What follows belongs to an exercise in optimizing a design on an open flow for small area, a short achievable clock period and few clock cycles per item; a production flow would make more cautious choices.
At most, simulation tests tie the RTL to the original design; equivalence was not proved.

Setup of north:
==> flow/design.v <==
`timescale 1 ns / 1 ps
module subFloat64Sigs (
        ap_clk,
        ap_rst,
        ap_start,
        ap_done,
        ap_idle,
        ap_ready,
        a,
        b,
        zSign,
        ap_return
);
input   ap_clk;
input   ap_rst;
input   ap_start;
output   ap_done;
output   ap_idle;
output   ap_ready;
input  [63:0] a;
input  [63:0] b;
input  [0:0] zSign;
output  [63:0] ap_return;
integer k;
reg slow;
reg [54:2] Zreg;
reg [10:0] eXreg;
reg negReg;
wire [10:0] ea = a[62:52];
wire [10:0] eb = b[62:52];
wire [51:0] fa = a[51:0];
wire [51:0] fb = b[51:0];
wire aMax = &ea;
wire bMax = &eb;
wire aFz  = ~|fa;
wire bFz  = ~|fb;
wire aNaN = aMax & ~aFz;
wire bNaN = bMax & ~bFz;
wire aSNaN = aNaN & ~fa[51];
wire bSNaN = bNaN & ~fb[51];
wire aInf = aMax & aFz;
wire bInf = bMax & bFz;
reg [63:0] special;
always @(*) begin
    if (bSNaN | (bNaN & ~aSNaN))
        special = b | 64'h0008_0000_0000_0000;
    else if (aNaN)
        special = a | 64'h0008_0000_0000_0000;
    else if (aInf & bInf)
        special = 64'h7FFF_FFFF_FFFF_FFFF;
    else if (aInf)
        special = a;
    else
        special = {~zSign, 11'h7FF, 52'd0};
end
wire isSpecial = aMax | bMax;
wire za = ~|ea;
wire zb = ~|eb;
wire [10:0] eaE = {ea[10:1], ea[0] | za};
wire [10:0] ebE = {eb[10:1], eb[0] | zb};
wire [52:0] mA = {~za, fa};
wire [52:0] mB = {~zb, fb};
wire [11:0] dab = {1'b0, ea} - {1'b0, eb};
wire [11:0] dba = {1'b0, eb} - {1'b0, ea};
wire [10:0] dAbs = dab[11] ? dba[10:0] : dab[10:0];
wire swap = dab[11];
wire [52:0] mX = swap ? mB : mA;
wire [10:0] eX = swap ? ebE : eaE;
wire eXis1 = eX == 11'd1;
wire [55:0] Zfull = {1'b0, Zreg, 2'b00};
wire [10:0] limN = eXreg - 11'd1;
reg  [55:0] Zl;
always @(*) begin
    for (k = 0; k < 56; k = k + 1)
        Zl[k] = Zfull[k] | (limN == 55 - k);
end
reg  [5:0] sN;
always @(*) begin
    sN = 6'd0;
    for (k = 0; k < 56; k = k + 1)
        if (Zl[k]) sN = 6'd55 - k;
end
wire zX = swap ? zb : za;
wire zY = swap ? za : zb;
wire [51:0] fY = swap ? fa : fb;
wire [55:0] YwF = (zY & ~zX) ? {fY, 4'b0000} : {~zY, fY, 3'b000};
reg  [55:0] YwS;
always @(*) begin
    for (k = 0; k < 56; k = k + 1)
        YwS[k] = Zfull[55 - k];
end
wire [55:0] Yw = slow ? YwS : YwF;
wire bigSh = ~slow & (|dAbs[10:6]);
wire [5:0] sh = slow ? sN : dAbs[5:0];
wire [56*7-1:0] ST;
wire [5:0] SO;
assign ST[55:0] = Yw;
genvar m;
generate
    for (m = 0; m < 6; m = m + 1) begin : shs
        assign ST[(m+1)*56 +: 56] = sh[m] ? (ST[m*56 +: 56] >> (1 << m)) : ST[m*56 +: 56];
        assign SO[m] = sh[m] & (|ST[m*56 +: (1 << m)]);
    end
endgenerate
wire [55:0] Ys = bigSh ? 56'd0 : ST[6*56 +: 56];
wire yNZ = swap ? ~(za & aFz) : ~(zb & bFz);
wire sticky = ~slow & (bigSh ? yNZ : (|SO));
wire [55:0] Yal = {Ys[55:1], Ys[0] | sticky};
wire [52:0] Yhi = Yal[55:3];
wire [2:0]  Ylo = Yal[2:0];
wire [52:0] pg = ~(mX ^ Yhi);
wire [52:0] gg = mX & ~Yhi;
wire [53*7-1:0] GK;
wire [53*7-1:0] PK;
assign GK[52:0] = gg;
assign PK[52:0] = pg;
genvar l, i;
generate
    for (l = 0; l < 6; l = l + 1) begin : lv
        for (i = 0; i < 53; i = i + 1) begin : bt
            if ((i >> l) & 1) begin : cmb
                localparam integer J = ((i >> l) << l) - 1;
                assign GK[(l+1)*53+i] = GK[l*53+i] | (PK[l*53+i] & GK[l*53+J]);
                assign PK[(l+1)*53+i] = PK[l*53+i] & PK[l*53+J];
            end else begin : pas
                assign GK[(l+1)*53+i] = GK[l*53+i];
                assign PK[(l+1)*53+i] = PK[l*53+i];
            end
        end
    end
endgenerate
wire [52:0] Gp = GK[6*53 +: 53];
wire [52:0] Pp = PK[6*53 +: 53];
wire [52:0] S  = pg ^ {Gp[51:0], 1'b0};
wire [52:0] S1 = pg ^ {Gp[51:0] | Pp[51:0], 1'b1};
wire cout1 = Gp[52] | Pp[52];
wire nz = |Ylo;
wire [2:0] L = 3'd0 - Ylo;             
wire hi  = nz ? S[52] : S1[52];        
wire u51 = nz ? S[51] : S1[51];        
wire incH = L[2] & (L[1] | L[0] | S[0]);
wire selH = ~nz | incH;
wire incL = L[1] & (L[0] | L[2]);
wire selL = ~nz | (L[2] & incL);
wire ovL = selL & S1[52];
wire [10:0] eXm1 = eX - 11'd1;
wire selU = hi ? selH : selL;
wire [51:0] U = selU ? S1[51:0] : S[51:0];
wire [51:0] fracF = hi ? U : {U[50:0], nz & (L[2] ^ incL)};
wire [10:0] expF = (hi | ovL) ? eX : eXm1;
wire neg = ~nz & ~cout1;
reg  [55:0] N;
always @(*) begin
    for (k = 0; k < 56; k = k + 1)
        N[k] = Ys[55 - k];
end
wire [10:0] eNs = eXreg - {5'd0, sN};
wire [62:0] resSlow = {N[55] ? eNs : 11'd0, N[54:3]};
wire zeroZ = ~|Zreg;
wire fastOK = isSpecial | (~neg & (hi | (u51 & ~eXis1)));
wire ovr = isSpecial | slow;
wire [62:0] ovrVal = isSpecial ? special[62:0] : resSlow;
assign ap_return[63] = isSpecial ? special[63] : (~(slow & zeroZ) & (zSign ^ swap ^ (slow & negReg)));
assign ap_return[62:0] = ovr ? ovrVal : {expF, fracF};
assign ap_ready = ap_start & (slow | fastOK);
assign ap_idle  = ~ap_start;
assign ap_done  = ap_ready | ap_idle;
always @(posedge ap_clk) begin
    if (ap_rst == 1'b1)
        slow <= 1'b0;
    else
        slow <= ap_start & ~slow & ~fastOK;
end
always @(posedge ap_clk) begin
    Zreg <= {(neg ? ~S[51:0] : (nz ? S[51:0] : S1[51:0])), L[2]};
    negReg <= neg;
    eXreg <= eX;
end
endmodule
Settings: LEC_CHECK=0, ABC_AREA=0, CAP_MARGIN=20, CORE_MARGIN=2, CORE_UTILIZATION=60, GPL_TIMING_DRIVEN=0, SLEW_MARGIN=20; clock period 10.0 ns.
standard.sh (not shown) runs the stock make flow with config.mk's settings and CLKGATE_MAP_FILE= SYNTH_SCRIPT=/design/flow/synth_recipe.tcl, a recipe that flattens the netlist after the stock synthesis.
==> flow/flow/run.sh <==
#!/bin/bash
# The standard layout (standard.sh) with these changes:
# - adders are not mapped to the library's full/half-adder cells before ABC,
#   so ABC can restructure the carry logic;
# - port buffers are plain buffers (buf_4) instead of delay cells;
# - the resizer may change a cell's footprint when it resizes.
# make's output goes to flow_make.log; each ORFS step logs under orfs/logs.
set -euo pipefail
bash standard.sh ADDER_MAP_FILE= "BUFFER_PORTS_ARGS=-buffer_cell sky130_fd_sc_hd__buf_4" MATCH_CELL_FOOTPRINT=0 finish > flow_make.log 2>&1
Status: north FAILED at 5_1_grt (tool error)
What south does differently from north at the input level:
--- a/flow/design.v
+++ b/flow/design.v
@@ -71,18 +71,36 @@
 wire [10:0] limN = eXreg - 11'd1;
 reg  [55:0] Zl;
 always @(*) begin
     for (k = 0; k < 56; k = k + 1)
         Zl[k] = Zfull[k] | (limN == 55 - k);
 end
-reg  [5:0] sN;
-always @(*) begin
-    sN = 6'd0;
-    for (k = 0; k < 56; k = k + 1)
-        if (Zl[k]) sN = 6'd55 - k;
-end
+wire [63:0] lzIn = {Zl, 8'hFF};
+wire [127:0] LV;                  
+wire [64*6-1:0] LC;               
+assign LV[63:0] = lzIn;
+genvar q, r;
+generate
+    for (q = 1; q <= 6; q = q + 1) begin : lzl
+        for (r = 0; r < (64 >> q); r = r + 1) begin : lzg
+            localparam integer VI = 128 - (128 >> (q - 1));    
+            localparam integer VO = 128 - (128 >> q);          
+            wire vh = LV[VI + 2*r + 1];
+            wire vl = LV[VI + 2*r];
+            assign LV[VO + r] = vh | vl;
+            if (q == 1) begin : first
+                assign LC[r] = ~vh;
+            end else begin : later
+                wire [q-2:0] ch = LC[64*(q-2) + (2*r+1)*(q-1) +: (q-1)];
+                wire [q-2:0] cl = LC[64*(q-2) + (2*r)*(q-1) +: (q-1)];
+                assign LC[64*(q-1) + r*q +: q] = vh ? {1'b0, ch} : {1'b1, cl};
+            end
+        end
+    end
+endgenerate
+wire [5:0] sN = LC[64*5 +: 6];
 wire zX = swap ? zb : za;
 wire zY = swap ? za : zb;
 wire [51:0] fY = swap ? fa : fb;
 wire [55:0] YwF = (zY & ~zX) ? {fY, 4'b0000} : {~zY, fY, 3'b000};
 reg  [55:0] YwS;
 always @(*) begin
==> comparison <==
On final weighted congestion in routability-driven placement: south sits above north.
Starting density of the core: north vs south, no meaningful difference
Cell area after synthesis is higher on south
Between south and north, the difference in share of the synthesized netlist area taken by xor and xnor gates is negligible.
Between south and north, count of buffers added by post-CTS timing repair for setup is lower for south, north comes in above that.
north -> south: share of synthesized flip-flops with an asynchronous set or reset delta 0, exact match
FAIL south @ 5_1_grt: tool exited with error
south and north ended up with nearly the same post-detailed-placement cell area.
south vs north: floorplan die height up slightly
Per the comparison of south with north, sequential element share of the synthesized area held steady; fraction of synthesized area in multiplexers grew by 2.2 points; average footprint of a synthesized cell grew by 1.0%; post-synthesis cell count shrank by 12.
On quantity of gates resized following cts: between south and north, it ends up lower for south.
Testbench counts of south, summed over its fixed seeds: cycles 2,448, items 2,400.
Only the layout flow was run in north; the RTL was not checked for function there.
